Background: an optimization exercise with open tools, aiming at small area, a short achievable clock period and few clock cycles per item. Do not read the settings as production practice.
Function was checked by simulation only, so behaviour that the tests miss may differ from the original.

## job 101
// fc_layer
module fc_layer #(
    parameter INPUT_SIZE  = 16,
    parameter OUTPUT_SIZE = 8,
    parameter DATA_WIDTH  = 8
)(
    input  logic                          clk,
    input  logic                          reset,
    input  logic                          start,
    output logic                          done,
    input  logic signed [INPUT_SIZE*DATA_WIDTH-1:0]  input_data_flat,
    input  logic signed [OUTPUT_SIZE*INPUT_SIZE*DATA_WIDTH-1:0] weights_flat,
    input  logic signed [OUTPUT_SIZE*DATA_WIDTH-1:0]            bias_flat,
    output logic signed [OUTPUT_SIZE*DATA_WIDTH-1:0] output_data_flat
);
==> flow/config.mk <==
export PLATFORM = sky130hd
export DESIGN_NAME = fc_layer
export DESIGN_NICKNAME = fc_layer
export VERILOG_FILES = /design/flow/design.v
export SDC_FILE = /design/flow/constraint.sdc
export NUM_CORES = 4
export LEC_CHECK = 0
export CAP_MARGIN = 20
export CORE_AREA = 5 5 435 435
export CTS_BUF_LIST = sky130_fd_sc_hd__clkbuf_4 sky130_fd_sc_hd__clkbuf_8
export DIE_AREA = 0 0 440 440
export SETUP_SLACK_MARGIN = 3
export SLEW_MARGIN = 20
export SYNTH_HIERARCHICAL = 1
export SYNTH_MINIMUM_KEEP_SIZE = 0
==> flow/constraint.sdc <==
create_clock -name core_clock -period 10.0 [get_ports {clk}]
set_input_delay 2.0000 -clock core_clock [delete_from_list [all_inputs] [get_ports {clk}]]
set_output_delay 2.0000 -clock core_clock [all_outputs]
set_load 0.01 [all_outputs]
standard.sh (not shown) runs the stock make flow with config.mk's settings and CLKGATE_MAP_FILE= SYNTH_SCRIPT=/design/flow/synth_recipe.tcl, a recipe that flattens the netlist after the stock synthesis.
==> flow/flow/run.sh <==
#!/bin/bash
# The standard layout, except that the ports are buffered with sky130_fd_sc_hd__buf_1
# rather than the delay buffer buffer_ports picks by itself.
set -euo pipefail
bash standard.sh "BUFFER_PORTS_ARGS=-buffer_cell sky130_fd_sc_hd__buf_1" finish > run_make.log 2>&1
Job 101 ended with every stage complete and zero timing, DRC or antenna violations.
Testbench counts of job 101, summed over its fixed seeds: cycles 1,920, inferences 384.
Edits applied to the flow inputs when going from job 101 to job 102:
- CTS_BUF_LIST removed (was sky130_fd_sc_hd__clkbuf_4 sky130_fd_sc_hd__clkbuf_8)
- TNS_END_PERCENT newly set to 20
- SETUP_SLACK_MARGIN changed from 3 to 3.5
Results
Compared with job 101, job 102 shows global-route wire length before repair that has gone up by a few percent.
In the metrics for job 101 and job 102, the one carrying the higher total via count after detailed routing is job 102.
Fmax went up by a few percent going from job 101 to job 102.
Job 102 ends up with lower clock buffer instance count of the final layout than job 101 does.

Another version of the RTL of fc_layer (not shown whole).
For scale: ~5600 cells after synthesis, roughly 290 flip-flops, about 1300 I/O pins, about 0.062 sq mm of cells after synthesis.
Design fc_layer, start of the top module:
module fc_layer #(
    parameter INPUT_SIZE  = 16,
    parameter OUTPUT_SIZE = 8,
    parameter DATA_WIDTH  = 8
)(
    input  logic                          clk,
    input  logic                          reset,
    input  logic                          start,
    output logic                          done,
    input  logic signed [INPUT_SIZE*DATA_WIDTH-1:0]  input_data_flat,
    input  logic signed [OUTPUT_SIZE*INPUT_SIZE*DATA_WIDTH-1:0] weights_flat,
    input  logic signed [OUTPUT_SIZE*DATA_WIDTH-1:0]            bias_flat,
    output logic signed [OUTPUT_SIZE*DATA_WIDTH-1:0] output_data_flat
);
    logic [1:0] k;
    logic       valid;    
    logic       first, last, en;
    assign first = (k == 2'd0);
    assign last  = (k == 2'd3);
    assign en    = !first || start;
    always_ff @(posedge clk or posedge reset) begin
        if (reset) begin
            k     <= 2'd0;
            done  <= 1'b0;
            valid <= 1'b0;
        end else begin
            if (en) k <= k + 2'd1;
            done <= last;
            if (last) valid <= 1'b1;
        end
    end
    logic [15:0] neg, one, two;
    always_comb begin
        for (int j = 0; j < 16; j++) begin
            logic b2, b1, b0;
            case (k)
                2'd0: begin b2 = input_data_flat[8*j+1]; b1 = input_data_flat[8*j+0]; b0 = 1'b0; end
                2'd1: begin b2 = input_data_flat[8*j+3]; b1 = input_data_flat[8*j+2]; b0 = input_data_flat[8*j+1]; end
                2'd2: begin b2 = input_data_flat[8*j+5]; b1 = input_data_flat[8*j+4]; b0 = input_data_flat[8*j+3]; end
                default: begin b2 = input_data_flat[8*j+7]; b1 = input_data_flat[8*j+6]; b0 = input_data_flat[8*j+5]; end
            endcase
            one[j] = b1 ^ b0;
            two[j] = (b2 & !b1 & !b0) | (!b2 & b1 & b0);
            neg[j] = b2 & !(b1 & b0);
        end
    end
    logic [4:0] e;
    fc_popcount u_pc (.n(neg), .e(e));
    localparam logic [15:0] K0 = 16'hB000;
    logic [13:0] s_q  [OUTPUT_SIZE];
    logic [13:0] c_q  [OUTPUT_SIZE];
    logic [7:0]  lo_q [OUTPUT_SIZE];
    for (genvar i = 0; i < OUTPUT_SIZE; i++) begin : g_out
        logic [143:0] pp;
        logic [15:0]  as_, ac_;
        logic [15:2]  so, co;
        logic [1:0]   r;
  ...
clock: 10.0 ns
lec_check: 0
cap_margin: 20
core_area: 5 5 435 435
die_area: 0 0 440 440
setup_slack_margin: 3
slew_margin: 20
synth_hierarchical: 1
synth_minimum_keep_size: 0
run.sh (not shown) runs the stock make flow with config.mk's settings and CLKGATE_MAP_FILE= SYNTH_SCRIPT=/design/flow/synth_recipe.tcl, a recipe that flattens the netlist after the stock synthesis.
Stock flow here: none of the scripts above is used.
Testbench counts at the start, summed over its fixed seeds: cycles 1,920, inferences 384.
==> next run, changes <==
==> flow/flow/run.sh (new file) <==
#!/bin/bash
# The standard layout, except that the ports are buffered with sky130_fd_sc_hd__buf_1
# rather than the delay buffer buffer_ports picks by itself.
set -euo pipefail
bash standard.sh "BUFFER_PORTS_ARGS=-buffer_cell sky130_fd_sc_hd__buf_1" finish > run_make.log 2>&1
==> flow/standard.sh (new file) <==
#!/bin/bash
# synth_recipe.tcl (not shown) runs the flow's synth.tcl, then flattens the netlist and writes it again
# the make line also repeats each setting of config.mk as NAME=value (left out here)
make -C /OpenROAD-flow-scripts/flow DESIGN_CONFIG=/design/flow/config.mk WORK_HOME=/design/flow/orfs CLKGATE_MAP_FILE= SYNTH_SCRIPT=/design/flow/synth_recipe.tcl "${@:-finish}"
Settings changed: SETUP_SLACK_MARGIN 3 to default.
removed: flow/run.sh
- The new run completed without violations
- worst setup slack got worse by 950 ps
- wire length is lower by 12%
- cell count is lower by 3.0%
- non-clock buffer count goes down by 256

fc_layer with an RTL version that a note above also has.
Size in the first run: about 5,200 cells after synthesis, roughly 1,300 I/O pins, roughly 59,000 sq um of cells after synthesis.
Settings: LEC_CHECK=0, CAP_MARGIN=5, CORE_AREA=5 5 435 435, DIE_AREA=0 0 440 440, SETUP_SLACK_MARGIN=3.25, SLEW_MARGIN=5, SYNTH_HIERARCHICAL=1, SYNTH_MINIMUM_KEEP_SIZE=0; clock period 10.0 ns.
standard.sh (not shown) runs the stock make flow with config.mk's settings and CLKGATE_MAP_FILE= SYNTH_SCRIPT=/design/flow/synth_recipe.tcl, a recipe that flattens the netlist after the stock synthesis.
==> flow/flow/run.sh <==
#!/bin/bash
# The standard layout, except that the ports are buffered with sky130_fd_sc_hd__buf_1
# rather than the delay buffer buffer_ports picks by itself.
set -euo pipefail
bash standard.sh "BUFFER_PORTS_ARGS=-buffer_cell sky130_fd_sc_hd__buf_1" finish > run_make.log 2>&1
The baseline went through all stages and came out clean.
Testbench counts at the start, summed over its fixed seeds: cycles 1,920, inferences 384.
Then changed:
CAP_MARGIN = 20   (was 5)
SETUP_SLACK_MARGIN = not set   (was 3.25)
SLEW_MARGIN = 20   (was 5)
Result: The changed run ran to the end with no violations. Via count went down by 1.6%. Setup slack got worse by 1.1 ns. Cell count shrinks by 1.7%. Maximum frequency drops by about 14%. Die area stays the same. Area after synthesis stays the same. Final area shrinks by about 4.5%. Count of clock-buffer cells in the layout fell by 5.

run A:
fc_layer again, from the RTL that the note above started with.
==> flow/config.mk <==
export PLATFORM = sky130hd
export DESIGN_NAME = fc_layer
export DESIGN_NICKNAME = fc_layer
export VERILOG_FILES = /design/flow/design.v
export SDC_FILE = /design/flow/constraint.sdc
export NUM_CORES = 4
export LEC_CHECK = 0
export CAP_MARGIN = 20
export CORE_AREA = 5 5 435 435
export CTS_BUF_LIST = sky130_fd_sc_hd__clkbuf_4 sky130_fd_sc_hd__clkbuf_8
export DIE_AREA = 0 0 440 440
export PLACE_DENSITY = 0.5
export SETUP_SLACK_MARGIN = 3.25
export SLEW_MARGIN = 20
export SYNTH_HIERARCHICAL = 1
export SYNTH_MINIMUM_KEEP_SIZE = 0
==> flow/constraint.sdc <==
create_clock -name core_clock -period 10.0 [get_ports {clk}]
set_input_delay 2.0000 -clock core_clock [delete_from_list [all_inputs] [get_ports {clk}]]
set_output_delay 2.0000 -clock core_clock [all_outputs]
set_load 0.01 [all_outputs]
Scripts as last shown in full above: flow/flow/run.sh
Testbench counts of run A, summed over its fixed seeds: cycles 1,920, inferences 384.
Changes in run K relative to run A:
Settings: swapping 3.25 for 4 in SETUP_SLACK_MARGIN; clearing PLACE_DENSITY, which used to be 0.5; clearing CTS_BUF_LIST, which used to be sky130_fd_sc_hd__clkbuf_4 sky130_fd_sc_hd__clkbuf_8.
[summary]
The more densely filled core belongs to run K, not run A.
Final worst-path setup slack on run K is ahead of run A.
Compared with run A, in run K global-route usage went up; inverter count of the layout excluding clock inverters went down; wire length on met1 went up; final area went up; via total after detailed routing went up.
[compare] base=run A new=run K: sequential share of layout area now sits lower, final cell count without fillers now sits higher.

Starting RTL as in the previous note.
export LEC_CHECK = 0
export CAP_MARGIN = 20
export CORE_AREA = 5 5 435 435
export DIE_AREA = 0 0 440 440
export SETUP_SLACK_MARGIN = 3
export SLEW_MARGIN = 20
export SYNTH_HIERARCHICAL = 1
export SYNTH_MINIMUM_KEEP_SIZE = 0
export TNS_END_PERCENT = 20
create_clock -name core_clock -period 10.0 [get_ports {clk}]
Scripts as last shown in full above: flow/flow/run.sh
The starting point passed the timing, DRC and antenna checks.
Testbench counts at the start, summed over its fixed seeds: cycles 1,920, inferences 384.
==> next run, changes <==
Settings changed: PLACE_DENSITY set to 0.75, TNS_END_PERCENT 20 to not set.
The new run completed with no timing, DRC or antenna violations. Worst hold slack gains 4.5 ps. Sequential share of layout area is about the same. First-iteration DRC count rises by 21%.
==> next run, changes <==
Settings changed: CORE_AREA 5 5 435 435 to 5 5 455 455, DIE_AREA 0 0 440 440 to 0 0 460 460, PLACE_DENSITY 0.75 to not set.
Worst setup slack improved by 16 ps.
Core utilization shrinks by 3.2 points.
Via count shrinks by 2.1%.
First-iteration DRC count shrinks by 13%.
==> next run, changes <==
Settings changed: CORE_AREA 5 5 455 455 to 5 5 435 435, CTS_BUF_LIST set to sky130_fd_sc_hd__clkbuf_4 sky130_fd_sc_hd__clkbuf_8, DIE_AREA 0 0 460 460 to 0 0 440 440, PLACE_DENSITY set to 0.65, SETUP_SLACK_MARGIN 3 to 3.25.
Effect: Register-to-register slack improves by 120 ps; final area falls slightly; fmax rises by a few percent; clock-buffer cell count went up by 33; worst setup slack gets better by 240 ps; synthesized cell count stays the same; via count is higher slightly; core utilization is higher by 3.3 points.
==> next run, changes <==
Settings changed: CTS_BUF_LIST sky130_fd_sc_hd__clkbuf_4 sky130_fd_sc_hd__clkbuf_8 to not set, PLACE_DENSITY 0.65 to not set, SETUP_SLACK_MARGIN 3.25 to 3.5.
Wire length grows by 6.4%.
Fmax grows by about 3.7%.
==> next run, changes <==
Settings changed: SETUP_SLACK_MARGIN 3.5 to 2.5.
Die area does not change.
Via count fell by 5.2%.
Synthesized area is unchanged.

## static timing again, ports no longer ideal
How much do the figures lean on ideal ports? The routed layouts below were timed once more, with nothing changed but the port constraints. Step 1 sets driving cells, clkbuf_16 on the clock port and buf_2 on the other inputs (assumed; they add their load-dependent delay and slew). Step 2 also shifts input and output timing later by t, the mid clock arrival at the registers, as if the neighbouring blocks saw the same clock. Slacks: no drivers / after step 1 / after step 2; pairs: no drivers / after step 1.
run | shift t [ns] | setup slack, ns | hold WS [ns] | latest minus earliest clock arrival (ns) | slew at the worst register clock pin (ns)
job 101 | 0.866 | 2.909 / 2.975 / 2.109 | 0.440 / 0.440 / 0.440 | 0.052 / 0.052 | 0.08 / 0.08
job 102 | 0.766 | 3.361 / 3.432 / 2.666 | 0.447 / 0.447 / 0.447 | 0.040 / 0.040 | 0.07 / 0.07
the first run of note 2 | 0.770 | 2.719 / 2.772 / 2.003 | 0.447 / 0.447 / 0.447 | 0.057 / 0.057 | 0.07 / 0.07
the second run of note 2 | 0.752 | 1.771 / 1.841 / 1.090 | 0.435 / 0.435 / 0.435 | 0.066 / 0.067 | 0.08 / 0.08
the first run of note 3 | 0.768 | 3.204 / 3.186 / 2.417 | 0.450 / 0.450 / 0.450 | 0.072 / 0.073 | 0.09 / 0.09
the second run of note 3 | 0.774 | 2.073 / 2.139 / 1.364 | 0.453 / 0.453 / 0.453 | 0.063 / 0.063 | 0.07 / 0.07
run A | 0.893 | 3.039 / 3.107 / 2.214 | 0.437 / 0.437 / 0.437 | 0.051 / 0.050 | 0.09 / 0.09
run K | 0.754 | 3.197 / 3.229 / 2.475 | 0.450 / 0.450 / 0.450 | 0.083 / 0.083 | 0.07 / 0.07
the first run of note 5 | 0.758 | 2.964 / 3.033 / 2.275 | 0.447 / 0.447 / 0.447 | 0.062 / 0.061 | 0.07 / 0.07
the second run of note 5 | 0.734 | 2.843 / 2.908 / 2.174 | 0.451 / 0.451 / 0.451 | 0.074 / 0.074 | 0.08 / 0.08
the third run of note 5 | 0.766 | 2.859 / 2.930 / 2.164 | 0.451 / 0.451 / 0.451 | 0.056 / 0.056 | 0.07 / 0.07
the fourth run of note 5 | 0.853 | 3.102 / 3.138 / 2.285 | 0.448 / 0.448 / 0.448 | 0.079 / 0.079 | 0.07 / 0.07
the fifth run of note 5 | 0.756 | 3.347 / 3.373 / 2.616 | 0.450 / 0.450 / 0.450 | 0.063 / 0.063 | 0.07 / 0.07
the sixth run of note 5 | 0.734 | 2.450 / 2.511 / 1.777 | 0.430 / 0.430 / 0.430 | 0.071 / 0.071 | 0.08 / 0.08
After both steps every run listed still meets setup and hold. The setup slack of run A, which loses most, moves by +0.068 ns with the drivers and by -0.825 ns with both steps.
